From an optimization exercise on the open Yosys and OpenROAD flow, aimed at small area, a short achievable clock period and few clock cycles; shortcuts taken in it are not production practice.
Only simulation tests tie the RTL to the original design; equivalence was not proved.
No activity file was given, so power comes from the tool's default toggle rates.

**design/flow/config.mk**
```make
export PLATFORM = sky130hd
export DESIGN_NAME = pp_buffer_wrapper
export DESIGN_NICKNAME = pp_buffer_wrapper
export VERILOG_FILES = /design/flow/design.v
export SDC_FILE = /design/flow/constraint.sdc
export NUM_CORES = 4
export LEC_CHECK = 0
export CAP_MARGIN = 20
export CORE_MARGIN = 2
export CORE_UTILIZATION = 40
export PLACE_DENSITY = 0.6
export SLEW_MARGIN = 20
```
**design/flow/constraint.sdc**
```tcl
create_clock -name core_clock -period 4.0 [get_ports {clk}]
set_input_delay 0.8000 -clock core_clock [delete_from_list [all_inputs] [get_ports {clk}]]
set_output_delay 0.8000 -clock core_clock [all_outputs]
set_load 0.01 [all_outputs]
```
**design/flow/design.v**
```verilog
`timescale 1ns / 1ps
module Simple_Dual_BRAM #(
    parameter BRAM_DATA_WIDTH = 96,
    parameter BRAM_DEPTH = 256,
    parameter BRAM_ADDR_WIDTH = $clog2(BRAM_DEPTH)
)
(
    input clk,
    input we_a,
    input en_a,
    input [BRAM_ADDR_WIDTH - 1 : 0] addr_a,
    input [BRAM_DATA_WIDTH - 1 : 0] din_a,
    input en_b,
    input [BRAM_ADDR_WIDTH - 1 : 0] addr_b,
    output [BRAM_DATA_WIDTH - 1 : 0] dout_b
);
reg [BRAM_DATA_WIDTH - 1 : 0] dout_b_r;
assign dout_b = dout_b_r;
(* RAM_STYLE = "BLOCK" *) reg [BRAM_DATA_WIDTH - 1 : 0] ram [BRAM_DEPTH - 1 : 0];
always @(posedge clk) begin
    if (en_a)
        if (we_a)
            ram[addr_a] <= din_a;
    if (en_b)
        dout_b_r <= ram[addr_b];
end
endmodule
`timescale 1ns/1ps
module ddr_axi_read #(
    parameter DATA_WIDTH = 64,
    parameter ADDR_WIDTH = 29,
    parameter BURST_LEN_WIDTH = 8,
    parameter NUM_BURST_WIDTH = 8,
    parameter BRAM_ADDR_WIDTH = 5,
    parameter COMB_AR = 0
)
(
    input ACLK,
    input ARESETN,
    input rd_start,
    input [BURST_LEN_WIDTH - 1 : 0] rd_burst_len,
    input [ADDR_WIDTH - 1 : 0] rd_start_addr,
    input [NUM_BURST_WIDTH - 1 : 0] rd_num_burst,
    input [BRAM_ADDR_WIDTH - 1 : 0] rd_start_bram_addr,
    output rd_ready,
    output [DATA_WIDTH - 1 : 0] rd_fifo_data,
    output rd_fifo_we,
    output [BRAM_ADDR_WIDTH - 1 : 0] rd_fifo_addr,
    output rd_fifo_bank,
    output rd_done,
    output [3 : 0] m_axi_arid,
    output [ADDR_WIDTH - 1 : 0] m_axi_araddr,
    output [BURST_LEN_WIDTH - 1 : 0] m_axi_arlen,
    output [2 : 0] m_axi_arsize,
    output [1 : 0] m_axi_arburst,
    output [0 : 0] m_axi_arlock,
    output [3 : 0] m_axi_arcache,
    output [2 : 0] m_axi_arprot,
    output [3 : 0] m_axi_arqos,
    output m_axi_arvalid,
    input m_axi_arready,
    output m_axi_rready,
    input m_axi_rlast,
    input m_axi_rvalid,
    input [1 : 0] m_axi_rresp,
    input [3 : 0] m_axi_rid,
    input [DATA_WIDTH - 1 : 0] m_axi_rdata
);
    assign m_axi_arid = 4'b1111;
    assign m_axi_arsize = 3'b011;
    assign m_axi_arburst = 2'b01;
    assign m_axi_arlock = 1'b0;
    assign m_axi_arcache = 4'b0011;
    assign m_axi_arprot = 3'b000;
    assign m_axi_arqos = 4'b0000;
    assign m_axi_rready = 1'b1;
    reg [1:0] ncmd;
    reg ar_busy;
    reg [ADDR_WIDTH - 1 : 0] ar_addr;
    reg [BURST_LEN_WIDTH - 1 : 0] ar_len;
    reg [NUM_BURST_WIDTH - 1 : 0] ar_nb;      
    reg [NUM_BURST_WIDTH - 1 : 0] h_nb;       
    reg [BRAM_ADDR_WIDTH - 1 : 0] waddr;
    reg bank;
    reg [NUM_BURST_WIDTH - 1 : 0] n_nb;
    reg [BRAM_ADDR_WIDTH - 1 : 0] n_baddr;
    assign rd_ready = ~ar_busy & ~ar_step & ~ncmd[1];
    wire acc = rd_start & rd_ready;
    wire beat = m_axi_rvalid;
    wire last = beat & m_axi_rlast;
    wire done = last & (h_nb == 1);
    wire arv, ar_hs;
    generate if (COMB_AR) begin : g_comb
        assign arv = ar_busy | acc;
        assign m_axi_araddr = ar_busy ? ar_addr : rd_start_addr;
        assign m_axi_arlen = ar_busy ? ar_len : rd_burst_len - 1'b1;
    end else begin : g_reg
        assign arv = ar_busy;
        assign m_axi_araddr = ar_addr;
        assign m_axi_arlen = ar_len;
    end endgenerate
    assign m_axi_arvalid = arv;
    assign ar_hs = arv & m_axi_arready;
    reg ar_step;
    always @(posedge ACLK or negedge ARESETN) begin
        if (~ARESETN) begin
            ar_busy <= 1'b0;
            ar_step <= 1'b0;
            ar_addr <= 0;
            ar_len <= 0;
            ar_nb <= 0;
        end else begin
            if (acc) begin
                ar_addr <= rd_start_addr;
                ar_len <= rd_burst_len - 1'b1;
                if (COMB_AR && m_axi_arready) begin
                    ar_nb <= rd_num_burst - 1'b1;
                    ar_busy <= 1'b0;
                    ar_step <= (rd_num_burst != 1);
                end else begin
                    ar_nb <= rd_num_burst;
                    ar_busy <= 1'b1;
                end
            end else if (ar_step) begin
                ar_step <= 1'b0;
                ar_busy <= 1'b1;
                ar_addr <= ar_addr + ({{(ADDR_WIDTH-BURST_LEN_WIDTH){1'b0}}, ar_len} + 1'b1) * 8;
            end else if (ar_busy & m_axi_arready) begin
                ar_nb <= ar_nb - 1'b1;
                ar_busy <= (ar_nb != 1);
                ar_addr <= ar_addr + ({{(ADDR_WIDTH-BURST_LEN_WIDTH){1'b0}}, ar_len} + 1'b1) * 8;
            end
        end
    end
    always @(posedge ACLK or negedge ARESETN) begin
        if (~ARESETN) begin
            ncmd <= 0;
            h_nb <= 0;
            waddr <= 0;
            bank <= 1'b0;
            n_nb <= 0;
            n_baddr <= 0;
        end else begin
            ncmd <= ncmd + acc - done;
            if (done)
                bank <= ~bank;
            if (acc & (ncmd == 0 | (ncmd == 1 & done))) begin
                h_nb <= rd_num_burst;
                waddr <= rd_start_bram_addr;
            end else if (done) begin
                h_nb <= n_nb;
                waddr <= n_baddr;
            end else begin
                if (last)
                    h_nb <= h_nb - 1'b1;
                if (beat)
                    waddr <= waddr + 1'b1;
            end
            if (acc) begin
                n_nb <= rd_num_burst;
                n_baddr <= rd_start_bram_addr;
            end
        end
    end
    assign rd_done = done;
    assign rd_fifo_we = beat;
    assign rd_fifo_addr = waddr;
    assign rd_fifo_bank = bank;
    assign rd_fifo_data = m_axi_rdata;
endmodule
`timescale 1ns / 1ps
module pp_buffer_wrapper #(
    parameter BRAM0_DEPTH = 32,
    parameter BRAM0_DW = 64,
    parameter BRAM1_DEPTH = 32,
    parameter BRAM1_DW = 64,
    parameter BURST_LEN_WIDTH = 8,
    parameter NUM_BURST_WIDTH = 8,
    parameter DDR_ADDR_WIDTH = 29,
    parameter DDR_DW = 64,
    parameter BRAM0_ADDR_WIDTH = $clog2(BRAM0_DEPTH),
    parameter BRAM1_ADDR_WIDTH = $clog2(BRAM1_DEPTH)
)
(
    input clk,
    input rst_n,
    input rd_start,
    input [BURST_LEN_WIDTH - 1 : 0] rd_burst_len,
    input [NUM_BURST_WIDTH - 1 : 0] rd_num_burst,
    input [DDR_ADDR_WIDTH - 1 : 0] rd_start_addr,    
    output rd_ready,
    output rd_done,
    input [BRAM0_ADDR_WIDTH - 1 : 0] rd_start_bram_addr,
    input bram0_r_en,
    input bram1_r_en,
    output [BRAM0_DW - 1 : 0] bram0_rdata,
    output [BRAM1_DW - 1 : 0] bram1_rdata,
    input [BRAM0_ADDR_WIDTH - 1 : 0] bram0_r_addr,
    input [BRAM1_ADDR_WIDTH - 1 : 0] bram1_r_addr,
    output [3: 0] m_axi_arid,
    output [DDR_ADDR_WIDTH - 1 : 0] m_axi_araddr,
    output [BURST_LEN_WIDTH - 1 : 0] m_axi_arlen,
    output [2 : 0] m_axi_arsize,
    output [1 : 0] m_axi_arburst,
    output         m_axi_arlock,
    output [3 : 0] m_axi_arcache,
    output [2 : 0] m_axi_arprot,
    output [3 : 0] m_axi_arqos,
    output         m_axi_arvalid,
    input          m_axi_arready,
    output m_axi_rready,
    input m_axi_rlast,
    input m_axi_rvalid,
    input [1 : 0] m_axi_rresp,
    input [3 : 0] m_axi_rid,
    input [DDR_DW - 1 : 0] m_axi_rdata
);
wire [DDR_DW - 1 : 0] rd_fifo_data;
wire rd_fifo_we;
wire [BRAM0_ADDR_WIDTH - 1 : 0] rd_fifo_addr;
wire rd_fifo_bank;
ddr_axi_read #(
    .DATA_WIDTH(DDR_DW),
    .ADDR_WIDTH(DDR_ADDR_WIDTH),
    .BURST_LEN_WIDTH(BURST_LEN_WIDTH),
    .NUM_BURST_WIDTH(NUM_BURST_WIDTH),
    .BRAM_ADDR_WIDTH(BRAM0_ADDR_WIDTH)
)
inst_ddr_axi_read
(
    .ACLK(clk),
    .ARESETN(rst_n),
    .rd_start(rd_start),
    .rd_burst_len(rd_burst_len),
    .rd_start_addr(rd_start_addr),
    .rd_num_burst(rd_num_burst),
    .rd_start_bram_addr(rd_start_bram_addr),
    .rd_ready(rd_ready),
    .rd_fifo_data(rd_fifo_data),
    .rd_fifo_we(rd_fifo_we),
    .rd_fifo_addr(rd_fifo_addr),
    .rd_fifo_bank(rd_fifo_bank),
    .rd_done(rd_done),
    .m_axi_arid(m_axi_arid),
    .m_axi_araddr(m_axi_araddr),
    .m_axi_arlen(m_axi_arlen),
    .m_axi_arsize(m_axi_arsize),
    .m_axi_arburst(m_axi_arburst),
    .m_axi_arlock(m_axi_arlock),
    .m_axi_arcache(m_axi_arcache),
    .m_axi_arprot(m_axi_arprot),
    .m_axi_arqos(m_axi_arqos),
    .m_axi_arvalid(m_axi_arvalid),
    .m_axi_arready(m_axi_arready),
    .m_axi_rready(m_axi_rready),
    .m_axi_rlast(m_axi_rlast),
    .m_axi_rvalid(m_axi_rvalid),
    .m_axi_rresp(m_axi_rresp),
    .m_axi_rid(m_axi_rid),
    .m_axi_rdata(m_axi_rdata)
);
Simple_Dual_BRAM #(
    .BRAM_DATA_WIDTH(BRAM0_DW),
    .BRAM_DEPTH(BRAM0_DEPTH),
    .BRAM_ADDR_WIDTH(BRAM0_ADDR_WIDTH)
)
inst0_Simple_Dual_BRAM
(
    .clk(clk),
    .we_a(rd_fifo_we & ~rd_fifo_bank),
    .en_a(1'b1),
    .addr_a(rd_fifo_addr),
    .din_a(rd_fifo_data),
    .en_b(bram0_r_en),
    .addr_b(bram0_r_addr),
    .dout_b(bram0_rdata)
);
Simple_Dual_BRAM #(
    .BRAM_DATA_WIDTH(BRAM1_DW),
    .BRAM_DEPTH(BRAM1_DEPTH),
    .BRAM_ADDR_WIDTH(BRAM1_ADDR_WIDTH)
)
inst1_Simple_Dual_BRAM
(
    .clk(clk),
    .we_a(rd_fifo_we & rd_fifo_bank),
    .en_a(1'b1),
    .addr_a(rd_fifo_addr),
    .din_a(rd_fifo_data),
    .en_b(bram1_r_en),
    .addr_b(bram1_r_addr),
    .dout_b(bram1_rdata)
);
endmodule
```
**design/flow/run.sh**
```bash
#!/bin/bash
# synth_recipe.tcl (not shown) runs the flow's synth.tcl, then flattens the netlist and writes it again
# the make line also repeats each setting of config.mk as NAME=value (left out here)
make -C /OpenROAD-flow-scripts/flow DESIGN_CONFIG=/design/flow/config.mk WORK_HOME=/design/flow/orfs CLKGATE_MAP_FILE= SYNTH_SCRIPT=/design/flow/synth_recipe.tcl finish
```
==> results of run 1 <==
-- per-stage QoR --
step           utilization (%)  worst slack, ns  setup TNS, ns  cells
6_report                 46.77           0.1349              0  13627
5_1_grt                  46.77          0.04330              0  13622
4_1_cts                  46.73         0.002294              0  13614
3_5_place_dp             43.44           0.3850              0  12842
3_3_place_gp             43.44           0.3941              0  12842
2_1_floorplan                -          -0.8425       -3079.39   7072
-- worst max-delay path: cells and delay by family (launching register included) --
family,cells,cell delay (ns)
buffers and inverters,2,0.70
flip-flops,1,0.45
AND/OR/NAND/NOR,2,0.94
-- cells in the final DEF (no fill, tap or decap), types with 32 or more instances in the layout --
cell	netlist	final
clkdlybuf4s50_1	0	224
clkinv_2	1	80
clkbuf_16	0	432
or2_2	32	32
mux4_2	1032	1032
dfrtp_1	76	75
buf_12	0	169
clkbuf_1	164	70
nor2_4	0	66
mux2_2	186	186
o21ai_0	45	44
buf_4	40	293
clkinv_1	0	115
o22ai_1	156	156
nand2_1	104	102
a221oi_1	97	95
mux2i_1	317	317
edfxtp_1	4224	4224
bufinv_16	0	34
-- final cells by class --
cell class | count | area, um^2 | share of cell area [%]
diodes | 11 | 27.53 | 0.01439
clock buffers | 502 | 11070 | 5.789
clock inverters | 269 | 2362 | 1.235
inverters | 21 | 83.83 | 0.04383
multi-input cells | 2353 | 34080 | 17.82
flip-flops and latches | 4300 | 128700 | 67.31
well taps | 5451 | 6820 | 3.566
repair buffers | 720 | 8085 | 4.227
-- logic make-up after synthesis --
group	count (synthesis)	synth area share (%)
AOI/OAI and AO/OA	396	1.671
buffers and inverters	419	1.173
muxes	1535	17.37
other	2	0.004576
adders and majority gates	22	0.1723
xor gates and xnor gates	27	0.1441
DFF	4300	78.45
and+or+nand+nor	350	1.007
-- power groups by stage --
stage,clock (mW),sequential [mW],combinational [mW]
after floorplan,0,53.0,4.38
after global placement,0,53.0,8.42
after detailed placement,0,53.1,8.56
after CTS,39.5,52.2,8.59
after global routing,41.1,52.3,9.06
final,38.9,52.2,8.50
-- path summary, 6_finish.rpt --
path	to	slack, ns	depth (start not counted)
min in group asynchronous	inst_ddr_axi_read.ar_addr[6]	0.43	2
max in group asynchronous	inst_ddr_axi_read.h_nb[0]	2.98	2
hold reg to reg	inst_ddr_axi_read.n_nb[4]	0.48	2
hold / removal	inst0_Simple_Dual_BRAM.ram[18][38]	0.07	1
setup reg to reg	inst_ddr_axi_read.ar_addr[27]	0.78	9
setup / recovery	rd_done	0.13	4
-- layer usage --
layer | global-route usage, % | up-vias | routed length [um] | part of all wire [%]
li1 | - | 31678 | - | -
met1 | 27.42 | 42620 | 169700 | 40
met2 | 34.14 | 3206 | 213600 | 50
met3 | 2.993 | 654 | 31860 | 7.4
met4 | 5.959 | 6 | 12770 | 3.0
met5 | 0 | - | 35 | 0.0082
-- timing repair --
| action | CTS | global route |
|---|---|---|
| gates resized for setup | 2 | 1 |
| endpoints found under the hold margin | 38 | 0 |
| setup buffers | 0 | 1 |
| gates cloned | 0 | 0 |
| setup endpoints to repair | 1 | 1 |
| pin swaps | 0 | 1 |
| hold buffers | 1 | 0 |
-- state kept, by name, indices dropped and copies added, names as in the netlist --
register                         count
inst_ddr_axi_read.ar_step            1
inst1_Simple_Dual_BRAM.ram        2048
inst_ddr_axi_read.h_nb               8
inst_ddr_axi_read.ar_nb              8
inst_ddr_axi_read.waddr              5
inst_ddr_axi_read.n_baddr            5
inst_ddr_axi_read.bank               1
inst0_Simple_Dual_BRAM.ram        2048
inst_ddr_axi_read.ncmd               2
inst_ddr_axi_read.ar_busy            1
inst_ddr_axi_read.ar_len             8
inst0_Simple_Dual_BRAM.dout_b_r     64
inst_ddr_axi_read.ar_addr           29
inst1_Simple_Dual_BRAM.dout_b_r     64
inst_ddr_axi_read.n_nb               8
==> metrics.yaml, run 1 <==
die_area_um2: 415400
status: "finished clean"
cp_cell_sequence: "or4_4 -> or3_4 -> clkinv_4 -> clkdlybuf4s50_1"
max_slew_margin_pct: 23.56
clock_latency_ns: 0.98
p_int_mw: 76.69
ys_seq_area_share_pct: 78.45
worstSetupStartpointType: "flip-flop"
drc: 0
yosys_warnings: 2
async_flop_share_pct: 1.767
vias: 78164
routabilityCongestion: 0.7886
critPathMaxStageDelay_ns: 0.57
ys_ff_latch: 4300
finalMaxSlewViolations: 0
rows: 235
die_w_um: 644.5
yosys-top-cells-count: "4224 x edfxtp_1, 1032 x mux4_2, 317 x mux2i_1, 186 x mux2_2, 164 x clkbuf_1"
power_mw: 99.54
ant_nets: 0
start_util_pct: 40.12
critPathCaptureType: "primary output"
io_pins: 328
swShare_pct: 22.95
viasPerCell: 5.736
period_minus_slack_ns: 3.865
clk_pin_slew_ns: 0.06
area_delta_synth_final_pct: 16.56
critPathRequiredTime_ns: 3.20
synth_cell_types: 58
fmax_mhz: 258.7
p_leak_nw: 60.46
yosysMostFrequentCell: "edfxtp_1"
hold_path.class: "in2reg"
dieHeight_um: 644.5
avgRoutedWirePerCell_um: 31.41
synth-main-ff-cell: "edfxtp_1"
tritoncts: "yes"
postSynthAreaPerCell_um2: 23.27
r2r_start: "inst_ddr_axi_read.ar_len[0]"
synthCells: 7051
post-route-period-util_pct: 96.63
placed_area_um2: 177700
finalInstanceArea_um2: 191300
grt_overflow: 0
dp_hpwl_um: 236800
setup_viol: 0
clockBufferDepth: 4
peakVddDrop_uv: 377.0
hp-start: "m_axi_rdata[38]"
finalHoldViolCount: 0
finalWirelength_um: 428000
drive_above_1_share_pct: 29.63
seqPwrFrac_pct: 52.4
synth_edf_count: 4224
crit_slowest_cell: "or4_4"
firstDrtPassIters: 5
antenna_found_initial: 40
cts_sinks: 4300
p_comb_share_pct: 8.5
numCtsBuffers: 429
hold_ws_ns: 0.07347
synth_area_leader_cell: "edfxtp_1"
grt_use_total_pct: 20.26
first_iter_violations: 9938
core-area_um2: 409000
switching_power_mw: 22.85
nNetsFinal: 7985
htreeDepth: 5
rsz0062_at_grt: "false"
cts-root-buf: "clkbuf_16"
worst-path-max-fanout: 18
critPathKind: "reg2out"
powerDensity_nw_per_um2: 520.4
clockPowerShare_pct: 39.1
tightest_slew_ns: 1.147
grt_pass1_vias: 80217
grt_max_degree: 77
n_fill_cell: 33279
grt_pass1_wl_um: 600300
drv_cap: 0
arrival_ns: 3.07
worstSetupStartpoint: "inst_ddr_axi_read.h_nb[2]"
io_buffers: 299
synth_top_cells_by_area: "edfxtp_1 77%, mux4_2 14%, mux2i_1 1.9%, mux2_2 1.3%, dfrtp_1 1.2%"
synth_top_area_share_pct: 77.29
finClkSkew_ns: 0.02939
syn_area_um2: 164100
Testbench counts, summed over its fixed seeds: cycles 15,498.
==> run 2, diff against run 1 <==
--- a/design/flow/design.v
+++ b/design/flow/design.v
@@ -8,7 +8,7 @@
     input clk,
     input we_a,
     input en_a,
-    input [BRAM_ADDR_WIDTH - 1 : 0] addr_a,
+    input [BRAM_DEPTH - 1 : 0] addr_a,        
     input [BRAM_DATA_WIDTH - 1 : 0] din_a,
     input en_b,
     input [BRAM_ADDR_WIDTH - 1 : 0] addr_b,
@@ -16,14 +16,23 @@
 );
 reg [BRAM_DATA_WIDTH - 1 : 0] dout_b_r;
 assign dout_b = dout_b_r;
-(* RAM_STYLE = "BLOCK" *) reg [BRAM_DATA_WIDTH - 1 : 0] ram [BRAM_DEPTH - 1 : 0];
-always @(posedge clk) begin
-    if (en_a)
-        if (we_a)
-            ram[addr_a] <= din_a;
-    if (en_b)
-        dout_b_r <= ram[addr_b];
+reg [BRAM_DATA_WIDTH - 1 : 0] ram [BRAM_DEPTH - 1 : 0];
+genvar i;
+generate for (i = 0; i < BRAM_DEPTH; i = i + 1) begin : g_word
+    always @(posedge clk)
+        if (en_a & we_a & addr_a[i])
+            ram[i] <= din_a;
+end endgenerate
+reg [BRAM_DATA_WIDTH - 1 : 0] rd;
+integer k;
+always @* begin
+    rd = {BRAM_DATA_WIDTH{1'b0}};
+    for (k = 0; k < BRAM_DEPTH; k = k + 1)
+        rd = rd | ({BRAM_DATA_WIDTH{addr_b == k}} & ram[k]);
 end
+always @(posedge clk)
+    if (en_b)
+        dout_b_r <= rd;
 endmodule
 `timescale 1ns/1ps
 module ddr_axi_read #(
@@ -31,8 +40,7 @@
     parameter ADDR_WIDTH = 29,
     parameter BURST_LEN_WIDTH = 8,
     parameter NUM_BURST_WIDTH = 8,
-    parameter BRAM_ADDR_WIDTH = 5,
-    parameter COMB_AR = 0
+    parameter BRAM_ADDR_WIDTH = 5
 )
 (
     input ACLK,
@@ -45,7 +53,7 @@
     output rd_ready,
     output [DATA_WIDTH - 1 : 0] rd_fifo_data,
     output rd_fifo_we,
-    output [BRAM_ADDR_WIDTH - 1 : 0] rd_fifo_addr,
+    output [(1 << BRAM_ADDR_WIDTH) - 1 : 0] rd_fifo_addr,    
     output rd_fifo_bank,
     output rd_done,
     output [3 : 0] m_axi_arid,
@@ -75,86 +83,90 @@
     assign m_axi_arqos = 4'b0000;
     assign m_axi_rready = 1'b1;
     reg [1:0] ncmd;
+    reg rdy;                                      
     reg ar_busy;
     reg [ADDR_WIDTH - 1 : 0] ar_addr;
     reg [BURST_LEN_WIDTH - 1 : 0] ar_len;
     reg [NUM_BURST_WIDTH - 1 : 0] ar_nb;      
     reg [NUM_BURST_WIDTH - 1 : 0] h_nb;       
-    reg [BRAM_ADDR_WIDTH - 1 : 0] waddr;
+    reg h_last;                               
+    reg [(1 << BRAM_ADDR_WIDTH) - 1 : 0] waddr;   
     reg bank;
     reg [NUM_BURST_WIDTH - 1 : 0] n_nb;
     reg [BRAM_ADDR_WIDTH - 1 : 0] n_baddr;
-    assign rd_ready = ~ar_busy & ~ar_step & ~ncmd[1];
-    wire acc = rd_start & rd_ready;
+    assign rd_ready = rdy;
+    wire acc = rd_start & rdy;
     wire beat = m_axi_rvalid;
     wire last = beat & m_axi_rlast;
-    wire done = last & (h_nb == 1);
-    wire arv, ar_hs;
-    generate if (COMB_AR) begin : g_comb
-        assign arv = ar_busy | acc;
-        assign m_axi_araddr = ar_busy ? ar_addr : rd_start_addr;
-        assign m_axi_arlen = ar_busy ? ar_len : rd_burst_len - 1'b1;
-    end else begin : g_reg
-        assign arv = ar_busy;
-        assign m_axi_araddr = ar_addr;
-        assign m_axi_arlen = ar_len;
-    end endgenerate
-    assign m_axi_arvalid = arv;
-    assign ar_hs = arv & m_axi_arready;
-    reg ar_step;
+    wire done = last & h_last;
+    assign m_axi_araddr = ar_addr;
+    assign m_axi_arlen = ar_len;
+    reg ar_gap;     
+    reg ar_cy;      
+    wire ar_carry;
+    wire [BURST_LEN_WIDTH - 1 : 0] ar_addr_lo_nx;
+    assign {ar_carry, ar_addr_lo_nx} = {1'b0, ar_addr[BURST_LEN_WIDTH + 2 : 3]} + {1'b0, ar_len} + 1'b1;
+    wire ar_hs = ar_busy & ~ar_gap & m_axi_arready;
+    assign m_axi_arvalid = ar_busy & ~ar_gap;
     always @(posedge ACLK or negedge ARESETN) begin
         if (~ARESETN) begin
             ar_busy <= 1'b0;
-            ar_step <= 1'b0;
+            ar_gap <= 1'b0;
+            ar_cy <= 1'b0;
             ar_addr <= 0;
             ar_len <= 0;
             ar_nb <= 0;
-        end else begin
-            if (acc) begin
-                ar_addr <= rd_start_addr;
-                ar_len <= rd_burst_len - 1'b1;
-                if (COMB_AR && m_axi_arready) begin
-                    ar_nb <= rd_num_burst - 1'b1;
-                    ar_busy <= 1'b0;
-                    ar_step <= (rd_num_burst != 1);
-                end else begin
-                    ar_nb <= rd_num_burst;
-                    ar_busy <= 1'b1;
-                end
-            end else if (ar_step) begin
-                ar_step <= 1'b0;
-                ar_busy <= 1'b1;
-                ar_addr <= ar_addr + ({{(ADDR_WIDTH-BURST_LEN_WIDTH){1'b0}}, ar_len} + 1'b1) * 8;
-            end else if (ar_busy & m_axi_arready) begin
-                ar_nb <= ar_nb - 1'b1;
-                ar_busy <= (ar_nb != 1);
-                ar_addr <= ar_addr + ({{(ADDR_WIDTH-BURST_LEN_WIDTH){1'b0}}, ar_len} + 1'b1) * 8;
-            end
+        end else if (acc) begin
+            ar_busy <= 1'b1;
+            ar_addr <= rd_start_addr;
+            ar_len <= rd_burst_len - 1'b1;
+            ar_nb <= rd_num_burst;
+        end else if (ar_gap) begin
+            ar_gap <= 1'b0;
+            ar_addr[ADDR_WIDTH - 1 : BURST_LEN_WIDTH + 3] <= ar_addr[ADDR_WIDTH - 1 : BURST_LEN_WIDTH + 3] + ar_cy;
+        end else if (ar_hs) begin
+            ar_busy <= (ar_nb != 1);
+            ar_gap <= (ar_nb != 1);
+            ar_nb <= ar_nb - 1'b1;
+            ar_addr[BURST_LEN_WIDTH + 2 : 3] <= ar_addr_lo_nx;
+            ar_cy <= ar_carry;
         end
     end
+    wire ar_busy_nx = acc | (ar_busy & ~(ar_hs & (ar_nb == 1)));
+    wire [1:0] ncmd_nx = ncmd + acc - done;
+    always @(posedge ACLK or negedge ARESETN)
+        if (~ARESETN)
+            rdy <= 1'b1;
+        else
+            rdy <= ~ar_busy_nx & ~ncmd_nx[1];
     always @(posedge ACLK or negedge ARESETN) begin
         if (~ARESETN) begin
             ncmd <= 0;
             h_nb <= 0;
-            waddr <= 0;
+            h_last <= 1'b0;
+            waddr <= 1;
             bank <= 1'b0;
             n_nb <= 0;
             n_baddr <= 0;
         end else begin
-            ncmd <= ncmd + acc - done;
+            ncmd <= ncmd_nx;
             if (done)
                 bank <= ~bank;
             if (acc & (ncmd == 0 | (ncmd == 1 & done))) begin
                 h_nb <= rd_num_burst;
-                waddr <= rd_start_bram_addr;
+                h_last <= (rd_num_burst == 1);
+                waddr <= 1 << rd_start_bram_addr;
             end else if (done) begin
                 h_nb <= n_nb;
-                waddr <= n_baddr;
+                h_last <= (n_nb == 1);
+                waddr <= 1 << n_baddr;
             end else begin
-                if (last)
+                if (last) begin
                     h_nb <= h_nb - 1'b1;
+                    h_last <= (h_nb == 2);
+                end
                 if (beat)
-                    waddr <= waddr + 1'b1;
+                    waddr <= {waddr[(1 << BRAM_ADDR_WIDTH) - 2 : 0], waddr[(1 << BRAM_ADDR_WIDTH) - 1]};
             end
             if (acc) begin
                 n_nb <= rd_num_burst;
@@ -217,7 +229,7 @@
 );
 wire [DDR_DW - 1 : 0] rd_fifo_data;
 wire rd_fifo_we;
-wire [BRAM0_ADDR_WIDTH - 1 : 0] rd_fifo_addr;
+wire [BRAM0_DEPTH - 1 : 0] rd_fifo_addr;
 wire rd_fifo_bank;
 ddr_axi_read #(
     .DATA_WIDTH(DDR_DW),
--- a/design/flow/config.mk
+++ b/design/flow/config.mk
@@ -7,6 +7,10 @@
 export LEC_CHECK = 0
 export CAP_MARGIN = 20
 export CORE_MARGIN = 2
-export CORE_UTILIZATION = 40
-export PLACE_DENSITY = 0.6
+export CORE_UTILIZATION = 60
+export CTS_CLUSTER_DIAMETER = 80
+export CTS_CLUSTER_SIZE = 25
+export HOLD_SLACK_MARGIN = 0.03
+export PLACE_DENSITY = 0.72
+export SETUP_SLACK_MARGIN = 1.7
 export SLEW_MARGIN = 20
==> metrics.yaml, run 2 <==
reg_top3: "inst0_Simple_Dual_BRAM.ram x2048, inst1_Simple_Dual_BRAM.ram x2048"  # unchanged
synth_top_family_by_area: "compound AO/OA/AOI/OAI gates"  # was multiplexers
ant_nets: 0  # unchanged
ys_ff_latch: 4330  # was 4300
antenna_found_initial: 32  # was 40
synth_area_leader_cell: "edfxtp_1"  # unchanged
clk_pin_slew_ns: 0.10  # was 0.06 ns
rsz0062_at_grt: "true"  # was false
worstSetupStartpointType: "flip-flop"  # unchanged
crit_slowest_cell: "edfxtp_1"  # was or4_4
nNetsFinal: 9462  # was 7985
synthMuxAreaShare_pct: 0.03924  # was 17.37%
finalMaxSlewViolations: 0  # unchanged
synth-adder-area-share_pct: 0.1490  # was 0.1723%
grt_pass1_vias: 89938  # was 80217
grt_max_degree: 65  # was 77
max_slew_margin_pct: 20.37  # was 23.56%
synth_xor_area_share_pct: 0.2355  # was 0.1441%
seqCellArea_um2: 129500  # was 128700 um^2
place_ws_ns: 0.04119  # was 0.3850 ns
seqPwrFrac_pct: 60.3  # was 52.4%
io_pins: 328  # unchanged
cp_top_family: "flip-flops"  # was simple AND/OR/NAND/NOR gates
finalWirelength_um: 517500  # was 428000 um
p_leak_nw: 57.41  # was 60.46 nW
layout_common_cells: "4224 x edfxtp_1, 1885 x a22oi_1, 492 x buf_4"  # was 4224 x edfxtp_1, 1032 x mux4_2, 432 x clkbuf_16
switching_power_mw: 30.71  # was 22.85 mW
arrival_ns: 1.93  # was 3.07 ns
ys_seq_area_share_pct: 82.89  # was 78.45%
viasPerCell: 7.496  # was 5.736
first_iter_violations: 20173  # was 9938
timing.final.ws_setup_ns: 1.272  # was 0.1349 ns
synth_top_cells_by_area: "edfxtp_1 81%, a22oi_1 9.1%, dfrtp_1 1.7%, nand4_1 1.3%, nand2_1 1.2%"  # was edfxtp_1 77%, mux4_2 14%, mux2i_1 1.9%, mux2_2 1.3%, dfrtp_1 1.2%
vias: 95793  # was 78164
grt_pass1_wl_um: 700700  # was 600300 um
cts-root-buf: "clkbuf_16"  # unchanged
cp_cell_sequence: "buf_6"  # was or4_4 -> or3_4 -> clkinv_4 -> clkdlybuf4s50_1
critPathKind: "reg2out"  # unchanged
tritoncts: "yes"  # unchanged
swShare_pct: 29.08  # was 22.95%
multi_input_area_um2: 25750  # was 34080 um^2
clock_latency_ns: 0.93  # was 0.98 ns
firstDrtPassIters: 8  # was 5
yosysMostFrequentCell: "edfxtp_1"  # unchanged
core-area_um2: 259200  # was 409000 um^2
die_w_um: 514.3  # was 644.5 um
postSynthAreaPerCell_um2: 18.40  # was 23.27 um^2
p_int_mw: 74.90  # was 76.69 mW
syn_area_um2: 156200  # was 164100 um^2
yosys-top-cells-count: "4224 x edfxtp_1, 1900 x a22oi_1, 494 x nand2_1, 315 x nand4_1, 230 x buf_2"  # was 4224 x edfxtp_1, 1032 x mux4_2, 317 x mux2i_1, 186 x mux2_2, 164 x clkbuf_1
synth-main-ff-cell: "edfxtp_1"  # unchanged
fmax_mhz: 366.6  # was 258.7 MHz
drive_above_1_share_pct: 15.90  # was 29.63%
tightest_slew_ns: 1.194  # was 1.147 ns
powerDensity_nw_per_um2: 598.3  # was 520.4 nW/um^2
grt_overflow: 0  # unchanged
dieHeight_um: 514.3  # was 644.5 um
avgRoutedWirePerCell_um: 40.49  # was 31.41 um
htreeDepth: 4  # was 5
finClkSkew_ns: 0.03333  # was 0.02939 ns
start_util_pct: 60.27  # was 40.12%
n_fill_cell: 16178  # was 33279
hold_path.class: "in2reg"  # unchanged
synth_cell_types: 63  # was 58
numCtsBuffers: 196  # was 429
drc: 0  # unchanged
synth_edf_count: 4224  # unchanged
p_comb_share_pct: 18.1  # was 8.5%
post-route-period-util_pct: 68.19  # was 96.63%
async_flop_share_pct: 2.448  # was 1.767%
finalSetupTns_ns: 0  # unchanged
cts_sinks: 4330  # was 4300
worst-path-max-fanout: 1  # was 18
critPathCaptureType: "primary output"  # unchanged
crit_buf_inv: 1  # was 2
io_buffers: 299  # unchanged
setup_viol: 0  # unchanged
period_minus_slack_ns: 2.728  # was 3.865 ns
dp_hpwl_um: 279500  # was 236800 um
die_area_um2: 264500  # was 415400 um^2
grt_use_total_pct: 38.45  # was 20.26%
synthSimpleGateAreaFrac_pct: 4.593  # was 1.007%
peakVddDrop_uv: 607.0  # was 377.0 uV
clockBufferDepth: 3  # was 4
fin_util_pct: 68.09  # was 46.77%
critPathRequiredTime_ns: 3.20  # about the same
rows: 187  # was 235
area_delta_synth_final_pct: 12.98  # was 16.56%
routabilityCongestion: 0.8741  # was 0.7886
synth_top_area_share_pct: 81.19  # was 77.29%
yosys_warnings: 3  # was 2
finalHoldViolCount: 0  # unchanged
critPathMaxStageDelay_ns: 0.79  # was 0.57 ns
layout_commonest_cell: "edfxtp_1"  # unchanged
drv_cap: 0  # unchanged
synth_compound_area_share_pct: 10.60  # was 1.671%
synthCells: 8490  # was 7051
clockPowerShare_pct: 21.6  # was 39.1%
status: "finished clean"  # unchanged
## run 2: cell types whose count changed in the layout (fill, tap and decap cells not counted), moves of 79 or more
cell / delta
buf_12: +79
o22ai_1: -156
nand2_1: +383
buf_4: +199
mux2_2: -185
a22oi_1: +1878
buf_2: +156
mux4_2: -1032
clkinv_1: -114
nand4_1: +310
mux2i_1: -312
clkdlybuf4s50_1: -172
clkbuf_16: -226
## run 2: cell families (layout without fill, tap and decap cells)
group | count (synthesis) | count (layout)
other | 2 | 44
adders and majority gates | 18 | 18
xor gates and xnor gates | 42 | 42
muxes | 6 | 6
and+or+nand+nor | 1380 | 1388
AOI/OAI and AO/OA | 2220 | 2220
DFF | 4330 | 4330
buffers and inverters | 492 | 1329
## run 2: what timing repair did
action | in CTS | in global routing
endpoints found under the setup margin | 3506 | 456
endpoints found under the hold margin | 47 | 0
buffers inserted | 172 | 47
gates cloned | 13 | 6
hold buffers | 1 | 0
gates resized for setup | 824 | 96
pin swaps | 43 | 31
## run 2: per-layer routing
| layer | track usage (%) | vias to the layer above | wire (um) | share of wire (%) |
|---|---|---|---|---|
| li1 | - | 36658 | - | - |
| met3 | 10.25 | 1582 | 88330 | 17 |
| met4 | 16.27 | 38 | 27510 | 5.3 |
| met2 | 57.87 | 9640 | 230000 | 44 |
| met1 | 53.79 | 47875 | 171400 | 33 |
| met5 | 0 | - | 282 | 0.054 |
## run 2: worst paths after layout
kind                                                          start                                 end  slack [ns]  cells after the start
worst max-delay path            inst1_Simple_Dual_BRAM.dout_b_r[32]                     bram1_rdata[32]        1.27                      1
worst min register to register         inst_ddr_axi_read.ar_addr[2]        inst_ddr_axi_read.ar_addr[2]        0.49                      2
worst max register to register               inst_ddr_axi_read.bank  inst0_Simple_Dual_BRAM.ram[23][45]        1.73                      4
worst min-delay path                                m_axi_rdata[21]  inst0_Simple_Dual_BRAM.ram[24][21]        0.30                      1
min in group asynchronous                                     rst_n           inst_ddr_axi_read.h_nb[3]        0.44                      2
max in group asynchronous                                     rst_n          inst_ddr_axi_read.waddr[0]        2.63                      3
## run 2: metrics by stage
step	instance area [um^2]	total power, mW	hold WS, ns	instances
after global routing	176500	107.5	0.2806	12763
final	176500	105.6	0.3035	12779
after global placement	168400	81.55	0.4636	12264
after floorplan	157400	70.27	0.4601	8510
after CTS	175400	104.4	0.3491	12699
after detailed placement	168400	82.27	0.4692	12266
## run 2: area by class of cell
type,count,area share [%]
diodes,22,0.03119
clock buffers,221,2.915
clock inverters,26,0.1999
inverters,17,0.04182
multi-input cells,3696,14.59
flip-flops and latches,4330,73.37
well taps,3402,2.411
repair buffers,1065,6.444
## run 2: power groups by stage
stage / Clock [mW] / Combinational [mW] / Sequential (mW)
final: 22.8 / 19.1 / 63.7
after global routing: 24.0 / 19.1 / 64.4
after CTS: 22.6 / 18.2 / 63.6
after detailed placement: 0 / 17.6 / 64.7
after global placement: 0 / 17.3 / 64.2
after floorplan: 0 / 6.45 / 63.8
Testbench counts of run 2, summed over its fixed seeds: cycles 15,526.
==> run 3, diff against run 2 <==
--- a/design/flow/design.v
+++ b/design/flow/design.v
@@ -106,8 +106,14 @@
     wire ar_carry;
     wire [BURST_LEN_WIDTH - 1 : 0] ar_addr_lo_nx;
     assign {ar_carry, ar_addr_lo_nx} = {1'b0, ar_addr[BURST_LEN_WIDTH + 2 : 3]} + {1'b0, ar_len} + 1'b1;
-    wire ar_hs = ar_busy & ~ar_gap & m_axi_arready;
-    assign m_axi_arvalid = ar_busy & ~ar_gap;
+    reg ar_valid;   
+    wire ar_hs = ar_valid & m_axi_arready;
+    assign m_axi_arvalid = ar_valid;
+    always @(posedge ACLK or negedge ARESETN)
+        if (~ARESETN)
+            ar_valid <= 1'b0;
+        else
+            ar_valid <= acc | ar_gap | (ar_valid & ~m_axi_arready);
     always @(posedge ACLK or negedge ARESETN) begin
         if (~ARESETN) begin
             ar_busy <= 1'b0;
--- a/design/flow/config.mk
+++ b/design/flow/config.mk
@@ -7,10 +7,10 @@
 export LEC_CHECK = 0
 export CAP_MARGIN = 20
 export CORE_MARGIN = 2
-export CORE_UTILIZATION = 60
+export CORE_UTILIZATION = 70
 export CTS_CLUSTER_DIAMETER = 80
 export CTS_CLUSTER_SIZE = 25
 export HOLD_SLACK_MARGIN = 0.03
-export PLACE_DENSITY = 0.72
-export SETUP_SLACK_MARGIN = 1.7
+export PLACE_DENSITY = 0.8
+export SETUP_SLACK_MARGIN = 1.8
 export SLEW_MARGIN = 20
==> metrics.yaml, run 3 <==
status: "finished clean"  # unchanged
setup_viol: 0  # unchanged
critPathKind: "reg2out"  # unchanged
synth_edf_count: 4224  # unchanged
rsz0062_at_grt: "true"  # unchanged
dieHeight_um: 477.4  # was 514.3 um
swShare_pct: 29.13  # was 29.08%
antenna_found_initial: 37  # was 32
p_leak_nw: 57.98  # was 57.41 nW
synth_top_cells_by_area: "edfxtp_1 81%, a22oi_1 9.4%, dfrtp_1 1.7%, nand2_1 1.6%, nand4_1 1.1%"  # was edfxtp_1 81%, a22oi_1 9.1%, dfrtp_1 1.7%, nand4_1 1.3%, nand2_1 1.2%
reg_top3: "inst0_Simple_Dual_BRAM.ram x2048, inst1_Simple_Dual_BRAM.ram x2048"  # unchanged
dp_hpwl_um: 272400  # was 279500 um
synthMuxAreaShare_pct: 0.06462  # was 0.03924%
die_area_um2: 227900  # was 264500 um^2
seqPwrFrac_pct: 60.5  # was 60.3%
worstSetupStartpointType: "flip-flop"  # unchanged
powerDensity_nw_per_um2: 595.6  # was 598.3 nW/um^2
drc: 0  # unchanged
yosysMostFrequentCell: "edfxtp_1"  # unchanged
place_ws_ns: 0.03635  # was 0.04119 ns
htreeDepth: 4  # unchanged
period_minus_slack_ns: 2.522  # was 2.728 ns
drive_above_1_share_pct: 15.94  # was 15.90%
cp_cell_sequence: "buf_6"  # unchanged
drv_cap: 0  # unchanged
crit_buf_inv: 1  # unchanged
critPathCaptureType: "primary output"  # unchanged
finClkSkew_ns: 0.04261  # was 0.03333 ns
synth_cell_types: 72  # was 63
io_buffers: 299  # unchanged
clk_pin_slew_ns: 0.10  # about the same
finalSetupTns_ns: 0  # unchanged
synth_xor_area_share_pct: 0.2345  # was 0.2355%
syn_area_um2: 156800  # was 156200 um^2
hold_ws_ns: 0.06040  # was 0.3035 ns
post-route-period-util_pct: 63.05  # was 68.19%
layout_common_cells: "4224 x edfxtp_1, 1911 x a22oi_1, 638 x nand2_1"  # was 4224 x edfxtp_1, 1885 x a22oi_1, 492 x buf_4
grt_overflow: 0  # unchanged
cts-root-buf: "clkbuf_16"  # unchanged
first_iter_violations: 22791  # was 20173
switching_power_mw: 30.63  # was 30.71 mW
crit_slowest_cell: "edfxtp_1"  # unchanged
hold_buffers: 0  # was 1
critPathMaxStageDelay_ns: 0.60  # was 0.79 ns
io_pins: 328  # unchanged
area_delta_synth_final_pct: 12.57  # was 12.98%
postSynthAreaPerCell_um2: 18.16  # was 18.40 um^2
fmax_mhz: 396.5  # was 366.6 MHz
synth_area_leader_cell: "edfxtp_1"  # unchanged
vias: 98382  # was 95793
critPathRequiredTime_ns: 3.20  # about the same
layout_commonest_cell: "edfxtp_1"  # unchanged
synthCells: 8639  # was 8490
die_w_um: 477.4  # was 514.3 um
synth_top_family_by_area: "compound AO/OA/AOI/OAI gates"  # unchanged
clockBufferDepth: 3  # unchanged
synth_compound_area_share_pct: 10.45  # was 10.60%
numCtsBuffers: 194  # was 196
routabilityCongestion: 0.8887  # was 0.8741
nNetsFinal: 9602  # was 9462
viasPerCell: 7.879  # was 7.496
placed_area_um2: 167700  # was 168400 um^2
yosys-top-cells-count: "4224 x edfxtp_1, 1954 x a22oi_1, 648 x nand2_1, 295 x buf_2, 287 x nand4_1"  # was 4224 x edfxtp_1, 1900 x a22oi_1, 494 x nand2_1, 315 x nand4_1, 230 x buf_2
ys_seq_area_share_pct: 82.58  # was 82.89%
firstDrtPassIters: 7  # was 8
arrival_ns: 1.72  # was 1.93 ns
finalHoldViolCount: 0  # unchanged
synth_top_area_share_pct: 80.87  # was 81.19%
fin_util_pct: 79.35  # was 68.09%
max_slew_margin_pct: 11.10  # was 20.37%
clockPowerShare_pct: 21.4  # was 21.6%
timing.final.ws_setup_ns: 1.478  # was 1.272 ns
avgRoutedWirePerCell_um: 42.08  # was 40.49 um
worst-path-max-fanout: 2  # was 1
grt_pass1_wl_um: 712600  # was 700700 um
start_util_pct: 70.49  # was 60.27%
synthSimpleGateAreaFrac_pct: 4.917  # was 4.593%
finalMaxSlewViolations: 0  # unchanged
grt_pass1_vias: 94961  # was 89938
tritoncts: "yes"  # unchanged
finalWirelength_um: 525400  # was 517500 um
p_comb_share_pct: 18.1  # about the same
finalInstanceArea_um2: 176600  # was 176500 um^2
hold_path.class: "in2async"  # was in2reg
clock_latency_ns: 0.92  # was 0.93 ns
peakVddDrop_uv: 581.0  # was 607.0 uV
ant_nets: 0  # unchanged
core-area_um2: 222500  # was 259200 um^2
rows: 173  # was 187
async_flop_share_pct: 2.471  # was 2.448%
synth-main-ff-cell: "edfxtp_1"  # unchanged
ys_ff_latch: 4331  # was 4330
cts_sinks: 4331  # was 4330
yosys_warnings: 3  # unchanged
cp_top_family: "flip-flops"  # unchanged
grt_use_total_pct: 45.28  # was 38.45%
tightest_slew_ns: 1.334  # was 1.194 ns
grt_max_degree: 75  # was 65
synth-adder-area-share_pct: 0.1484  # was 0.1490%
p_int_mw: 74.53  # was 74.90 mW
## run 3: cell types whose count changed after synthesis, sizes merged, moves of 23 or more
cell / delta
nand2: +157
clkbuf: -75
buf: +73
a22oi: +54
a22o: -45
a221oi: -41
nor3: +37
nand4: -28
nor2: +23
## run 3: stage by stage
| stage | cells | power [mW] |
|---|---|---|
| 2_1_floorplan | 8659 | 69.76 |
| 3_3_place_gp | 11929 | 79.84 |
| 6_report | 12487 | 105.2 |
| 5_1_grt | 12472 | 106.6 |
| 4_1_cts | 12387 | 103.0 |
| 3_5_place_dp | 11931 | 80.74 |
## run 3: repair_timing
item | 4_1_cts | 5_1_grt
pin swaps | 66 | 53
setup buffers | 191 | 74
cloned | 25 | 3
resized for setup | 894 | 102
setup endpoints to repair | 4098 | 834
## run 3: layer usage
metal,routed length [um],track usage (%)
met5,112,0
met4,43380,29.40
met3,97890,13.60
met2,234400,68.08
met1,149600,58.27
## run 3: final cells by class
class | count | area, um^2
antenna | 22 | 55.05
clock buffer | 223 | 5092
clock inverter | 17 | 210.2
fill | 10915 | 45960
inverter | 28 | 108.9
multi-input combinational | 3841 | 26270
sequential | 4331 | 129500
tap | 2975 | 3722
timing repair buffer | 1050 | 11580
## run 3: cells by family (layout without fill, tap and decap cells)
group / after synthesis / after routing
and+or+nand+nor: 1530 / 1544
DFF: 4331 / 4331
muxes: 10 / 10
xor gates and xnor gates: 42 / 42
other: 2 / 44
AOI/OAI and AO/OA: 2205 / 2205
buffers and inverters: 501 / 1318
adders and majority gates: 18 / 18
## run 3: worst paths after layout
check                                                     from                            endpoint  slack, ns  cells after the start
max in group asynchronous                                rst_n          inst_ddr_axi_read.waddr[0]       3.05                      2
setup / recovery           inst0_Simple_Dual_BRAM.dout_b_r[15]                     bram0_rdata[15]       1.48                      1
hold reg to reg                      inst_ddr_axi_read.ar_busy               inst_ddr_axi_read.rdy       0.46                      1
hold / removal                                           rst_n       inst_ddr_axi_read.ar_addr[22]       0.06                      1
min in group core_clock                        m_axi_rdata[10]   inst1_Simple_Dual_BRAM.ram[8][10]       0.39                      1
setup reg to reg                   inst_ddr_axi_read.waddr[23]  inst1_Simple_Dual_BRAM.ram[23][14]       1.78                      2
## run 3: power groups by stage
stage	sequential (mW)	clock (mW)	combinational, mW
6_report	63.6	22.5	19.0
5_1_grt	64.2	23.5	18.8
4_1_cts	63.4	22.1	17.5
3_5_place_dp	64.4	0	16.3
3_3_place_gp	63.8	0	16.1
2_1_floorplan	63.5	0	6.30
Testbench counts of run 3, summed over its fixed seeds: cycles 15,526.
==> run 4, diff against run 3 <==
==> design/flow/flow/run.sh (new file) <==
#!/bin/bash
# Standard layout (the standard.sh: standard synthesis, floorplan, placement,
# CTS, routing) with one hook after global placement: each output port's buffer
# is moved from the port toward the cell that drives it (move_obuf.tcl), so the
# long wire to the port is driven by the port buffer instead of the register.
set -e
WORK=$PWD
export POST_GLOBAL_PLACE_TCL=$WORK/flow/move_obuf.tcl
echo "export POST_GLOBAL_PLACE_TCL = $WORK/flow/move_obuf.tcl" >> config.mk
bash standard.sh > $WORK/standard.log 2>&1
grep -h "move_obuf" $WORK/standard.log orfs/logs/*/*/*/3_3_place_gp.log 2>/dev/null | tee $WORK/move_obuf.log || true
==> design/flow/flow/move_obuf.tcl (new file) <==
# Move each output port's buffer from the port toward the cell that drives it,
# so that the long wire to the port is driven by the (sizable) port buffer.
set block [ord::get_db_block]
set frac 0.2
set moved 0
foreach bt [$block getBTerms] {
  if {[$bt getIoType] != "OUTPUT"} continue
  set net [$bt getNet]
  if {$net == "NULL"} continue
  set buf ""
  foreach it [$net getITerms] { if {[$it isOutputSignal]} { set buf [$it getInst] } }
  if {$buf == ""} continue
  set n2 ""
  foreach it [$buf getITerms] { if {[$it isInputSignal] && [$it getNet] != "NULL"} { set n2 [$it getNet] } }
  if {$n2 == ""} continue
  set drv ""
  foreach it [$n2 getITerms] { if {[$it isOutputSignal]} { set drv [$it getInst] } }
  if {$drv == ""} continue
  set dl [$drv getLocation]
  set pb [$bt getBBox]
  set px [expr {([$pb xMin] + [$pb xMax]) / 2}]
  set py [expr {([$pb yMin] + [$pb yMax]) / 2}]
  set x [expr {int([lindex $dl 0] + $frac * ($px - [lindex $dl 0]))}]
  set y [expr {int([lindex $dl 1] + $frac * ($py - [lindex $dl 1]))}]
  $buf setLocation $x $y
  incr moved
}
puts "move_obuf: moved $moved output buffers"
==> design/flow/standard.sh (new file) <==
#!/bin/bash
# synth_recipe.tcl (not shown) runs the flow's synth.tcl, then flattens the netlist and writes it again
# the make line also repeats each setting of config.mk as NAME=value (left out here)
make -C /OpenROAD-flow-scripts/flow DESIGN_CONFIG=/design/flow/config.mk WORK_HOME=/design/flow/orfs CLKGATE_MAP_FILE= SYNTH_SCRIPT=/design/flow/synth_recipe.tcl "${@:-finish}"
--- a/design/flow/config.mk
+++ b/design/flow/config.mk
@@ -14,3 +14,4 @@
 export PLACE_DENSITY = 0.8
 export SETUP_SLACK_MARGIN = 1.8
 export SLEW_MARGIN = 20
+export POST_GLOBAL_PLACE_TCL = /design/flow/flow/move_obuf.tcl
removed: design/flow/run.sh
==> metrics.yaml, run 4 <==
status: "finished clean"  # unchanged
worst-path-max-fanout: 1  # was 2
yosys_warnings: 3  # unchanged
routed.top_layer: "met5"  # unchanged
setup_viol: 0  # unchanged
layout_commonest_cell: "edfxtp_1"  # unchanged
synthCells: 8639  # unchanged
finalHoldViolCount: 0  # unchanged
p_int_mw: 74.43  # was 74.53 mW
synth_edf_count: 4224  # unchanged
clk_pin_slew_ns: 0.10  # about the same
rsz0062_at_grt: "true"  # unchanged
nNetsFinal: 9626  # was 9602
period_minus_slack_ns: 2.428  # was 2.522 ns
power_mw: 105.4  # was 105.2 mW
grt_pass1_vias: 94388  # was 94961
area_delta_synth_final_pct: 12.96  # was 12.57%
drive_above_1_share_pct: 16.45  # was 15.94%
dieHeight_um: 477.4  # unchanged
peakVddDrop_uv: 561.0  # was 581.0 uV
firstDrtPassIters: 9  # was 7
seqPwrFrac_pct: 60.4  # was 60.5%
vias: 99643  # was 98382
critPathMaxStageDelay_ns: 0.52  # was 0.60 ns
cts-root-buf: "clkbuf_16"  # unchanged
grt_use_total_pct: 44.95  # was 45.28%
met2_length_um: 235500  # was 234400 um
finClkSkew_ns: 0.06378  # was 0.04261 ns
io_buffers: 299  # unchanged
die_w_um: 477.4  # unchanged
yosys-top-cells-count: "4224 x edfxtp_1, 1954 x a22oi_1, 648 x nand2_1, 295 x buf_2, 287 x nand4_1"  # unchanged
clockPowerShare_pct: 21.5  # was 21.4%
ys_seq_area_share_pct: 82.58  # unchanged
reg_top3: "inst0_Simple_Dual_BRAM.ram x2048, inst1_Simple_Dual_BRAM.ram x2048"  # unchanged
start_util_pct: 70.49  # unchanged
fmax_mhz: 411.9  # was 396.5 MHz
hold_path.class: "in2reg"  # was in2async
regToRegSetupSlack_ns: 1.82  # was 1.78 ns
synth-main-ff-cell: "edfxtp_1"  # unchanged
powerDensity_nw_per_um2: 595.0  # was 595.6 nW/um^2
critPathCaptureType: "primary output"  # unchanged
worstSetupStartpointType: "flip-flop"  # unchanged
antenna_found_initial: 50  # was 37
synth_top_cells_by_area: "edfxtp_1 81%, a22oi_1 9.4%, dfrtp_1 1.7%, nand2_1 1.6%, nand4_1 1.1%"  # unchanged
arrival_ns: 1.63  # was 1.72 ns
hold_depth: 3
swShare_pct: 29.39  # was 29.13%
yosysMostFrequentCell: "edfxtp_1"  # unchanged
synth_top_area_share_pct: 80.87  # unchanged
core-area_um2: 222500  # unchanged
ys_ff_latch: 4331  # unchanged
max_slew_margin_pct: 13.57  # was 11.10%
p_leak_nw: 58.22  # was 57.98 nW
crit_buf_inv: 1  # unchanged
async_flop_share_pct: 2.471  # unchanged
io_pins: 328  # unchanged
tritoncts: "yes"  # unchanged
cts_sinks: 4331  # unchanged
critPathKind: "reg2out"  # unchanged
grt_pass1_wl_um: 709200  # was 712600 um
clockBufferDepth: 3  # unchanged
finalSetupTns_ns: 0  # unchanged
crit_slowest_cell: "edfxtp_1"  # unchanged
rows: 173  # unchanged
viasPerCell: 7.964  # was 7.879
postSynthAreaPerCell_um2: 18.16  # unchanged
ant_nets: 0  # unchanged
first_iter_violations: 23876  # was 22791
die_area_um2: 227900  # unchanged
layout_common_cells: "4224 x edfxtp_1, 1900 x a22oi_1, 639 x nand2_1"  # was 4224 x edfxtp_1, 1911 x a22oi_1, 638 x nand2_1
p_comb_share_pct: 18.2  # was 18.1%
finalWirelength_um: 533400  # was 525400 um
clock_latency_ns: 0.93  # was 0.92 ns
fin_util_pct: 79.62  # was 79.35%
syn_area_um2: 156800  # unchanged
hold_ws_ns: 0.4239  # was 0.06040 ns
drv_cap: 0  # unchanged
avgRoutedWirePerCell_um: 42.63  # was 42.08 um
cp.depth: 1  # unchanged
wl_met3_um: 102000  # was 97890 um
synth_cell_types: 72  # unchanged
met1_length_um: 150800  # was 149600 um
grt_max_degree: 75  # unchanged
finalMaxSlewViolations: 0  # unchanged
critPathRequiredTime_ns: 3.20  # about the same
cp_top_family: "flip-flops"  # unchanged
synth_area_leader_cell: "edfxtp_1"  # unchanged
rr_worst_depth: 4  # was 2
switching_power_mw: 30.98  # was 30.63 mW
cp_cell_sequence: "buf_6"  # unchanged
htreeDepth: 4  # unchanged
post-route-period-util_pct: 60.69  # was 63.05%
tightest_slew_ns: 1.296  # was 1.334 ns
drc: 0  # unchanged
numCtsBuffers: 194  # unchanged
dp_hpwl_um: 271000  # was 272400 um
grt_overflow: 0  # unchanged
run 4: cell counts after synthesis:
No cell type changed its count.
run 4: power by group through the flow:
stage,Sequential (mW),Combinational [mW],Clock (mW)
global placement,63.8,16.1,0
detailed placement,64.3,16.4,0
finish,63.6,19.2,22.6
global route,64.2,18.9,23.6
floorplan,63.5,6.30,0
CTS,63.4,17.5,22.1
run 4: repair_timing:
item                                   in CTS  in global routing
setup endpoints to repair                4063                762
gates cloned                               22                 14
endpoints found under the hold margin       0                 54
buffers inserted                          197                 83
pin swaps                                  70                 67
hold buffers                                0                  1
gates resized for setup                   941                143
run 4: path summary, 6_finish.rpt:
check	from	to
max	inst0_Simple_Dual_BRAM.dout_b_r[46]	bram0_rdata[46]
min	rd_start_addr[1]	inst_ddr_axi_read.ar_addr[1]
max reg2reg	inst_ddr_axi_read.bank	inst0_Simple_Dual_BRAM.ram[9][47]
min reg2reg	inst_ddr_axi_read.ar_busy	inst_ddr_axi_read.rdy
min in group asynchronous	rst_n	inst_ddr_axi_read.ar_addr[14]
max in group asynchronous	rst_n	inst_ddr_axi_read.waddr[0]
run 4: logic make-up (layout without fill, tap and decap cells):
| kind of cell | count (synthesis) | count (layout) | synth area share [%] |
|---|---|---|---|
| adders and majority gates | 18 | 18 | 0.1484 |
| other | 2 | 42 | 0.004788 |
| and+or+nand+nor | 1530 | 1545 | 4.917 |
| AOI/OAI and AO/OA | 2205 | 2205 | 10.45 |
| DFF | 4331 | 4331 | 82.58 |
| xor gates and xnor gates | 42 | 42 | 0.2345 |
| muxes | 10 | 10 | 0.06462 |
| buffers and inverters | 501 | 1343 | 1.602 |
run 4: stage by stage:
| stage | setup slack, ns | std cells | cell area [um^2] |
|---|---|---|---|
| after floorplan | 1.520 | 8659 | 157800 |
| after global placement | 0.1272 | 11929 | 167600 |
| after detailed placement | 0.03413 | 11931 | 167700 |
| after CTS | 1.579 | 12392 | 175300 |
| after global routing | 1.576 | 12500 | 177100 |
| final | 1.572 | 12511 | 177200 |
run 4: per-layer routing:
metal	global-route usage, %	vias up
met3	13.11	2868
met2	68.46	12010
li1	-	36990
met5	0	-
met4	26.40	26
met1	58.50	47749
run 4: cell type report:
type / count / area, um^2
Antenna cell: 20 / 50.05
Clock buffer: 221 / 5041
Clock inverter: 21 / 270.3
Fill cell: 10610 / 45350
Inverter: 28 / 106.4
Multi-Input combinational cell: 3842 / 26460
Sequential cell: 4331 / 129500
Tap cell: 2975 / 3722
Timing Repair Buffer: 1073 / 12000

[separate check: timing with driven ports]
How much do the figures lean on ideal ports? The routed layouts below were timed once more, with nothing changed but the port constraints.
Step 1 assumes that a clkbuf_16 drives the clock port and a buf_2 every other input.
Step 2 moves the port delays by t, midway between the first and last clock arrival at a register: inputs arrive t later, outputs are due t later. That takes back most of the time a late clock gives input paths.
a / b / c = ideal / step 1 / step 2; a / b = the first two.
run | t, ns | setup WS [ns] | hold slack, ns | clock arrival spread, ns | slew at the worst register clock pin (ns)
run 1 | 1.073 | 0.135 / 0.023 / 0.488 | 0.073 / 0.032 / 0.481 | 0.042 / 0.043 | 0.08 / 0.08
run 2 | 1.016 | 1.272 / 1.164 / 0.725 | 0.303 / 0.228 / 0.492 | 0.050 / 0.051 | 0.10 / 0.10
run 3 | 1.004 | 1.478 / 1.376 / 0.675 | 0.060 / -0.017 / 0.463 | 0.046 / 0.046 | 0.11 / 0.11
run 4 | 1.002 | 1.572 / 1.472 / 0.671 | 0.424 / 0.348 / 0.450 | 0.065 / 0.065 | 0.12 / 0.12
After both steps setup and hold are still met in every run listed. The setup slack of run 4, which loses most, moves by -0.100 ns with the drivers and by -0.901 ns with both steps.
